What follows belongs to an exercise in optimizing a design on an open flow for small area; a production flow would make more cautious choices.
In this exercise RTL edits were held to simulation tests only and were not proved equivalent to the original.
No activity file was given, so power comes from the tool's default toggle rates.

## uart
module uart #(
    parameter DATA_WIDTH = 8,
    parameter FIFO_DEPTH = 16
) (
    input  logic        clk_i,
    input  logic        rst_ni,
    input  logic        stb_i,
    input  logic [ 1:0] adr_i,
    input  logic [ 3:0] byte_sel_i,
    input  logic        we_i,
    input  logic [31:0] dat_i,
    output logic [31:0] dat_o,
    input  logic        uart_rx_i,
    output logic        uart_tx_o
);
Size: about 980 cells after synthesis, about 340 flip-flops, about 14,000 sq um of cells after synthesis.
Settings: LEC_CHECK=0, CAP_MARGIN=20, CORE_MARGIN=2, CORE_UTILIZATION=75, PLACE_DENSITY=0.85, SLEW_MARGIN=20; clock period 10.0 ns.
standard.sh (not shown) runs the stock make flow with config.mk's settings and CLKGATE_MAP_FILE= SYNTH_SCRIPT=/design/flow/synth_recipe.tcl, a recipe that flattens the netlist after the stock synthesis.
==> flow/flow/run.sh <==
#!/bin/bash
# The standard layout (standard.sh) with these changes:
# - synthesis: the standard synthesis script, except that ABC maps the logic
#   with an area-oriented script (flow/abc_area.script). Flip-flop mapping and
#   register names are those of the standard synthesis.
# - clock tree: no dummy loads; clkbuf_8 buffers; sink clusters of up to 18
#   flip-flops within 60 um.
# - port buffers: buf_1.
# - one tie cell drives all constant outputs.
# Each tool's output goes to the ORFS logs under orfs/logs; make's output to
# standard.log.
set -euo pipefail
W=$PWD
sed "s#^source \$::env(SCRIPTS_DIR)/synth_preamble.tcl#&\nset abc_args [lreplace \$abc_args 1 1 $W/flow/abc_area.script]#" \
  "$FLOW_HOME/scripts/synth.tcl" > synth_area.tcl
sed "s#source \$::env(SCRIPTS_DIR)/synth.tcl#source $W/synth_area.tcl#" synth_recipe.tcl > synth_recipe_area.tcl
sed "s#SYNTH_SCRIPT=[^ ]*#SYNTH_SCRIPT=$W/synth_recipe_area.tcl#" standard.sh > standard_area.sh
grep -q "abc_area.script" synth_area.tcl
grep -q "synth_area.tcl" synth_recipe_area.tcl
grep -q "synth_recipe_area.tcl" standard_area.sh
export CTS_ARGS="-sink_clustering_enable -repair_clock_nets -dont_use_dummy_load -buf_list sky130_fd_sc_hd__clkbuf_8 -sink_clustering_size 20 -sink_clustering_max_diameter 60"
export SKIP_REPAIR_TIE_FANOUT=1
export BUFFER_PORTS_ARGS="-buffer_cell sky130_fd_sc_hd__buf_1"
bash standard_area.sh > standard.log 2>&1
==> flow/flow/abc_area.script <==
strash
ifraig
dc2
dch -f
amap -m -F 4 -A 8
The baseline ran to the end with no violations.
Edit:
==> flow/run.sh (new file) <==
#!/bin/bash
# synth_recipe.tcl (not shown) runs the flow's synth.tcl, then flattens the netlist and writes it again
# the make line also repeats each setting of config.mk as NAME=value (left out here)
make -C /OpenROAD-flow-scripts/flow DESIGN_CONFIG=/design/flow/config.mk WORK_HOME=/design/flow/orfs CLKGATE_MAP_FILE= SYNTH_SCRIPT=/design/flow/synth_recipe.tcl finish
Settings changed: CTS_BUF_LIST from default to sky130_fd_sc_hd__clkbuf_8, CTS_CLUSTER_DIAMETER from default to 60, CTS_CLUSTER_SIZE from default to 18.
removed: flow/flow/run.sh
removed: flow/flow/abc_area.script
removed: flow/standard.sh
Outcome:
- area after synthesis increases by about 4.5%
- worst hold slack got worse by 0.027 ns
- first-iteration DRC count decreases by about 44%
- count of clock-buffer cells in the layout increases by 1
- setup slack improved by 0.26 ns
- routed wire length decreases by about 6%
- die area increases by about 4.4%
- via count decreases by about 16%
Edit:
==> flow/flow/run.sh (new file) <==
#!/bin/bash
# Standard layout with two changes: clock tree without dummy loads, and
# port buffers of the smallest buffer cell.
set -euo pipefail
export CTS_ARGS="-sink_clustering_enable -repair_clock_nets -dont_use_dummy_load -buf_list sky130_fd_sc_hd__clkbuf_8 -sink_clustering_size 20 -sink_clustering_max_diameter 60"
export SKIP_REPAIR_TIE_FANOUT=1
export BUFFER_PORTS_ARGS="-buffer_cell sky130_fd_sc_hd__buf_1"
bash standard.sh > standard.log 2>&1
==> flow/standard.sh (new file) <==
#!/bin/bash
# synth_recipe.tcl (not shown) runs the flow's synth.tcl, then flattens the netlist and writes it again
# the make line also repeats each setting of config.mk as NAME=value (left out here)
make -C /OpenROAD-flow-scripts/flow DESIGN_CONFIG=/design/flow/config.mk WORK_HOME=/design/flow/orfs CLKGATE_MAP_FILE= SYNTH_SCRIPT=/design/flow/synth_recipe.tcl "${@:-finish}"
Settings changed: CORE_UTILIZATION 75 to 65, CTS_BUF_LIST sky130_fd_sc_hd__clkbuf_8 to default, CTS_CLUSTER_DIAMETER 60 to default, CTS_CLUSTER_SIZE 18 to default, PLACE_DENSITY 0.85 to 0.8.
removed: flow/run.sh
After rerunning: Final area came out lower by 2.4%; wire length came out higher by about 0.8%; via count came out lower by about 0.7%; synthesized cell count does not change; maximum frequency came out higher by 8.9%; utilization came out lower by 12 points; final cell count came out higher by 0.97%; power came out lower by 2.8%; worst hold slack gets worse by 0.022 ns; register-to-register slack gets better by 0.49 ns.
Edit:
==> flow/flow/run.sh (replaced) <==
#!/bin/bash
# The standard layout (standard.sh) with these changes:
# - synthesis: the standard synthesis script, except that ABC maps the logic
#   with an area-oriented script (flow/abc_area.script). Flip-flop mapping and
#   register names are those of the standard synthesis.
# - clock tree: no dummy loads; clkbuf_8 buffers; sink clusters of up to 18
#   flip-flops within 60 um.
# - port buffers: buf_1.
# - one tie cell drives all constant outputs.
# Each tool's output goes to the ORFS logs under orfs/logs; make's output to
# standard.log.
set -euo pipefail
W=$PWD
sed "s#^source \$::env(SCRIPTS_DIR)/synth_preamble.tcl#&\nset abc_args [lreplace \$abc_args 1 1 $W/flow/abc_area.script]#" \
  "$FLOW_HOME/scripts/synth.tcl" > synth_area.tcl
sed "s#source \$::env(SCRIPTS_DIR)/synth.tcl#source $W/synth_area.tcl#" synth_recipe.tcl > synth_recipe_area.tcl
sed "s#SYNTH_SCRIPT=[^ ]*#SYNTH_SCRIPT=$W/synth_recipe_area.tcl#" standard.sh > standard_area.sh
grep -q "abc_area.script" synth_area.tcl
grep -q "synth_area.tcl" synth_recipe_area.tcl
grep -q "synth_recipe_area.tcl" standard_area.sh
export CTS_ARGS="-sink_clustering_enable -repair_clock_nets -dont_use_dummy_load -buf_list sky130_fd_sc_hd__clkbuf_8 -sink_clustering_size 18 -sink_clustering_max_diameter 60"
export SKIP_REPAIR_TIE_FANOUT=1
export BUFFER_PORTS_ARGS="-buffer_cell sky130_fd_sc_hd__buf_1"
bash standard_area.sh > standard.log 2>&1
==> flow/flow/abc_area.script (new file) <==
strash
ifraig
dc2
dch -f
amap -m -F 4 -A 8
Settings changed: CORE_UTILIZATION 65 to 75, PLACE_DENSITY 0.8 to 0.85.
=> The changed run completed without violations; worst setup slack loses 0.75 ns; via count increases by about a fifth; flip-flop and latch count stays the same; design area is lower by a few percent; clock-buffer cell count stays the same; global-route usage increases by 5.0 points; routed wire length is higher by a few percent.

## v26
uart again, from the RTL that the note above started with.
==> flow/config.mk <==
export PLATFORM = sky130hd
export DESIGN_NAME = uart
export DESIGN_NICKNAME = uart
export VERILOG_FILES = /design/flow/design.v
export SDC_FILE = /design/flow/constraint.sdc
export NUM_CORES = 4
export LEC_CHECK = 0
export CAP_MARGIN = 20
export CORE_MARGIN = 2
export CORE_UTILIZATION = 65
export PLACE_DENSITY = 0.8
export SLEW_MARGIN = 20
==> flow/constraint.sdc <==
create_clock -name core_clock -period 10.0 [get_ports {clk_i}]
set_input_delay 2.0000 -clock core_clock [delete_from_list [all_inputs] [get_ports {clk_i}]]
set_output_delay 2.0000 -clock core_clock [all_outputs]
set_load 0.01 [all_outputs]
==> flow/flow/run.sh <==
#!/bin/bash
# Standard layout with two changes: clock tree without dummy loads, and
# port buffers of the smallest buffer cell.
set -euo pipefail
export CTS_ARGS="-sink_clustering_enable -repair_clock_nets -dont_use_dummy_load -buf_list {sky130_fd_sc_hd__clkbuf_4 sky130_fd_sc_hd__clkbuf_8} -sink_clustering_size 16 -sink_clustering_max_diameter 30"
export BUFFER_PORTS_ARGS="-buffer_cell sky130_fd_sc_hd__buf_1"
bash standard.sh > standard.log 2>&1
> inputs changed (v26 -> v46)
Settings: PLACE_DENSITY changed from 0.8 to 0.92; CORE_UTILIZATION changed from 65 to 85.
==> flow/flow/run.sh <==
#!/bin/bash
# Standard layout with two changes: clock tree without dummy loads, and
# port buffers of the smallest buffer cell.
set -euo pipefail
export CTS_ARGS="-sink_clustering_enable -repair_clock_nets -dont_use_dummy_load -buf_list sky130_fd_sc_hd__clkbuf_8 -sink_clustering_size 18 -sink_clustering_max_diameter 60"
export SKIP_REPAIR_TIE_FANOUT=1
export BUFFER_PORTS_ARGS="-buffer_cell sky130_fd_sc_hd__buf_1"
bash standard.sh > standard.log 2>&1
[summary]
Status(v46) = ERROR, stage = detailed placement (3_5_place_dp). Routability congestion estimate from global placement was higher in v26 than in v46. Diff v26..v46 | area fraction in compound gates after synthesis | unchanged. As far as gate count after technology mapping goes, v46 and v26 are indistinguishable; the numbers are identical. Summary of v46 over v26: fraction of the yosys area taken by sequential cells ~0 delta, starting utilization of the core area shows an increase of 20 points, vertical die dimension shows a reduction of 19 um, site row count fell 11%.
Inputs modified between v46 and v55:
Settings: swapping 0.92 for 0.85 in PLACE_DENSITY; swapping 85 for 75 in CORE_UTILIZATION; putting GPL_TIMING_DRIVEN at 0 where nothing was set.
==> flow/flow/run.sh <==
#!/bin/bash
# The standard layout (standard.sh) with these changes:
# - synthesis: the standard synthesis script, except that ABC maps the logic
#   with an area-oriented script (flow/abc_area.script). Flip-flop mapping and
#   register names are those of the standard synthesis.
# - clock tree: no dummy loads; clkbuf_8 buffers; sink clusters of up to 18
#   flip-flops within 60 um.
# - port buffers: buf_1.
# - one tie cell drives all constant outputs.
# Each tool's output goes to the ORFS logs under orfs/logs; make's output to
# standard.log.
set -euo pipefail
W=$PWD
sed "s#^source \$::env(SCRIPTS_DIR)/synth_preamble.tcl#&\nset abc_args [lreplace \$abc_args 1 1 $W/flow/abc_area.script]#" \
  "$FLOW_HOME/scripts/synth.tcl" > synth_area.tcl
sed "s#source \$::env(SCRIPTS_DIR)/synth.tcl#source $W/synth_area.tcl#" synth_recipe.tcl > synth_recipe_area.tcl
sed "s#SYNTH_SCRIPT=[^ ]*#SYNTH_SCRIPT=$W/synth_recipe_area.tcl#" standard.sh > standard_area.sh
grep -q "abc_area.script" synth_area.tcl
grep -q "synth_area.tcl" synth_recipe_area.tcl
grep -q "synth_recipe_area.tcl" standard_area.sh
export CTS_ARGS="-sink_clustering_enable -repair_clock_nets -dont_use_dummy_load -buf_list sky130_fd_sc_hd__clkbuf_8 -sink_clustering_size 18 -sink_clustering_max_diameter 60"
export SKIP_REPAIR_TIE_FANOUT=1
export BUFFER_PORTS_ARGS="-buffer_cell sky130_fd_sc_hd__buf_1"
bash standard_area.sh > standard.log 2>&1
==> flow/flow/abc_area.script (new file) <==
strash
ifraig
dc2
dch -f
amap -m -F 4 -A 8
[summary]
v55 finished all stages; the layout is clean.
Per the comparison of v55 with v46, routability congestion estimate grew by 1.4%; sequential area share after synthesis +3.0 points; average footprint of a synthesized cell has decreased.
Higher floorplan die width among v55 and v46: v55
Height of the die: v55 vs v46 up 4.0%
On synthesized cell count, the lower figure sits with v46, not v55.
v46 reports its combinational family with the most area after synthesis as multiplexers while v55 reports compound AO/OA/AOI/OAI gates.
Synthesized area went down by a few percent going from v46 to v55.
The share of synthesized cell area in full adder, half adder and majority cells of v55 is higher than that of v46.
Between v55 and v46, row count is lower for v46, v55 comes in above that.
[inputs] v14 vs v55
Settings: a deleted GPL_TIMING_DRIVEN that had been 0; a change of CORE_UTILIZATION from 75 to 65; a change of PLACE_DENSITY from 0.85 to 0.8.
==> flow/flow/run.sh <==
#!/bin/bash
# Standard layout with two changes: clock tree without dummy loads, and
# port buffers of the smallest buffer cell.
set -euo pipefail
export CTS_ARGS="-sink_clustering_enable -repair_clock_nets -dont_use_dummy_load -buf_list {sky130_fd_sc_hd__clkbuf_8 sky130_fd_sc_hd__clkbuf_16} -sink_clustering_size 20 -sink_clustering_max_diameter 60"
export SKIP_REPAIR_TIE_FANOUT=1
export BUFFER_PORTS_ARGS="-buffer_cell sky130_fd_sc_hd__buf_1"
bash standard.sh > standard.log 2>&1
removed: flow/flow/abc_area.script
--- outcome ---
v14 vs. v55: die area went up; post-synthesis instance area went up; total number of sequential cells did not really move; area share of and/or/nand/nor cells after synthesis went up; placement row count went up. Cell area after layout went up by a few percent going from v55 to v14.
Here is what was changed in the inputs of v22 compared with v14.
==> flow/flow/run.sh <==
#!/bin/bash
# Standard layout with two changes: clock tree without dummy loads, and
# port buffers of the smallest buffer cell.
set -euo pipefail
export CTS_ARGS="-sink_clustering_enable -repair_clock_nets -dont_use_dummy_load -buf_list sky130_fd_sc_hd__clkbuf_4 sky130_fd_sc_hd__clkbuf_8 -sink_clustering_size 16 -sink_clustering_max_diameter 30"
export BUFFER_PORTS_ARGS="-buffer_cell sky130_fd_sc_hd__buf_1"
bash standard.sh > standard.log 2>&1
==> comparison <==
v22 did not finish: a tool error stopped it during clock tree synthesis (4_1_cts). Routability congestion estimate: v22 vs v14 down about 7%. Going from v14 to v22, post-detailed-placement cell area grows by about 0.4%. | number of synthesized flops with an enable pin | v22 vs v14 | ≈ equal |. Reported for v22 and v14, floorplan die width turned out identical to the last digit. Synthesized cell count came out exactly the same in v22 and v14. Post-synthesis async set-or-reset flop share: v14 vs v22 identical. Looking only at setup slack after placement, and setting everything else aside, the higher value of v22 and v14 goes to v14. Reported for v22 and v14, share of the yosys chip area belonging to registers turned out identical to the last digit. Comparing HPWL reported at the end of detailed placement for v22 and v14, the smaller number came from v22.
> inputs changed (v22 -> v29)
Settings: PLACE_DENSITY changed from 0.8 to 0.85; CORE_UTILIZATION changed from 65 to 75.
==> flow/flow/run.sh <==
#!/bin/bash
# Standard layout with two changes: clock tree without dummy loads, and
# port buffers of the smallest buffer cell.
set -euo pipefail
export CTS_ARGS="-sink_clustering_enable -repair_clock_nets -dont_use_dummy_load -buf_list sky130_fd_sc_hd__clkbuf_8 -sink_clustering_size 18 -sink_clustering_max_diameter 60"
export SKIP_REPAIR_TIE_FANOUT=1
export BUFFER_PORTS_ARGS="-buffer_cell sky130_fd_sc_hd__buf_1"
bash standard.sh > standard.log 2>&1
==> summary.txt <==
FAIL: v22; every other run in v29 and v22 is clean
Xor/xnor share of the synthesized area: v29 vs v22 identical
Reported for v29 and v22, gate count of the mapped netlist turned out identical to the last digit.
Reported for v29 and v22, number of enable flip-flop cells after synthesis turned out identical to the last digit.
The starting density of the core number comes out higher for v29 vs v22.
Higher total placed instance area goes to v22 over v29.
Taking v29 over v22, the vertical die dimension ratio works out to 0.933.
Width of the die (v22 / v29): 1.07
Worst slack at placement ends up higher on v29.
In the reports for v29 and v22, the larger placer's final routability congestion estimate belongs to v29.
On detailed placement HPWL, v22 beats v29.
Comparing v29 with v22, the number of ports placed on the die boundary came out essentially unchanged.

## separate check: timing with driven ports
How much do the figures lean on ideal ports? The routed layouts below were timed once more, with nothing changed but the port constraints.
Step 1 sets driving cells, clkbuf_16 on the clock port and buf_2 on the other inputs (assumed; they add their load-dependent delay and slew).
Step 2 times the ports against the registers' clock, not the clock port: input delays grow and output delays shrink by t, the midpoint of the rising clock arrivals with the driver on.
Slacks: no drivers / after step 1 / after step 2; pairs: no drivers / after step 1.
run | t, ns | setup slack, ns | worst setup path after step 2 | pins driven straight from the clock port
the first run of note 1 | 0.581 | 3.681 / 3.681 / 3.681 | register to register | 1
the second run of note 1 | 0.603 | 3.936 / 3.936 / 3.936 | register to register | 1
the third run of note 1 | 0.598 | 4.430 / 4.430 / 4.430 | register to register | 1
the fourth run of note 1 | 0.583 | 3.677 / 3.677 / 3.677 | register to register | 1
v26 | 0.593 | 4.460 / 4.414 / 4.483 | register to register | 1
v55 | 0.587 | 3.545 / 3.523 / 3.545 | register to register | 1
v14 | 0.555 | 4.376 / 4.376 / 4.376 | register to register | 1
v29 | 0.598 | 4.304 / 4.304 / 4.304 | register to register | 1
After both steps every run listed still meets setup and hold.
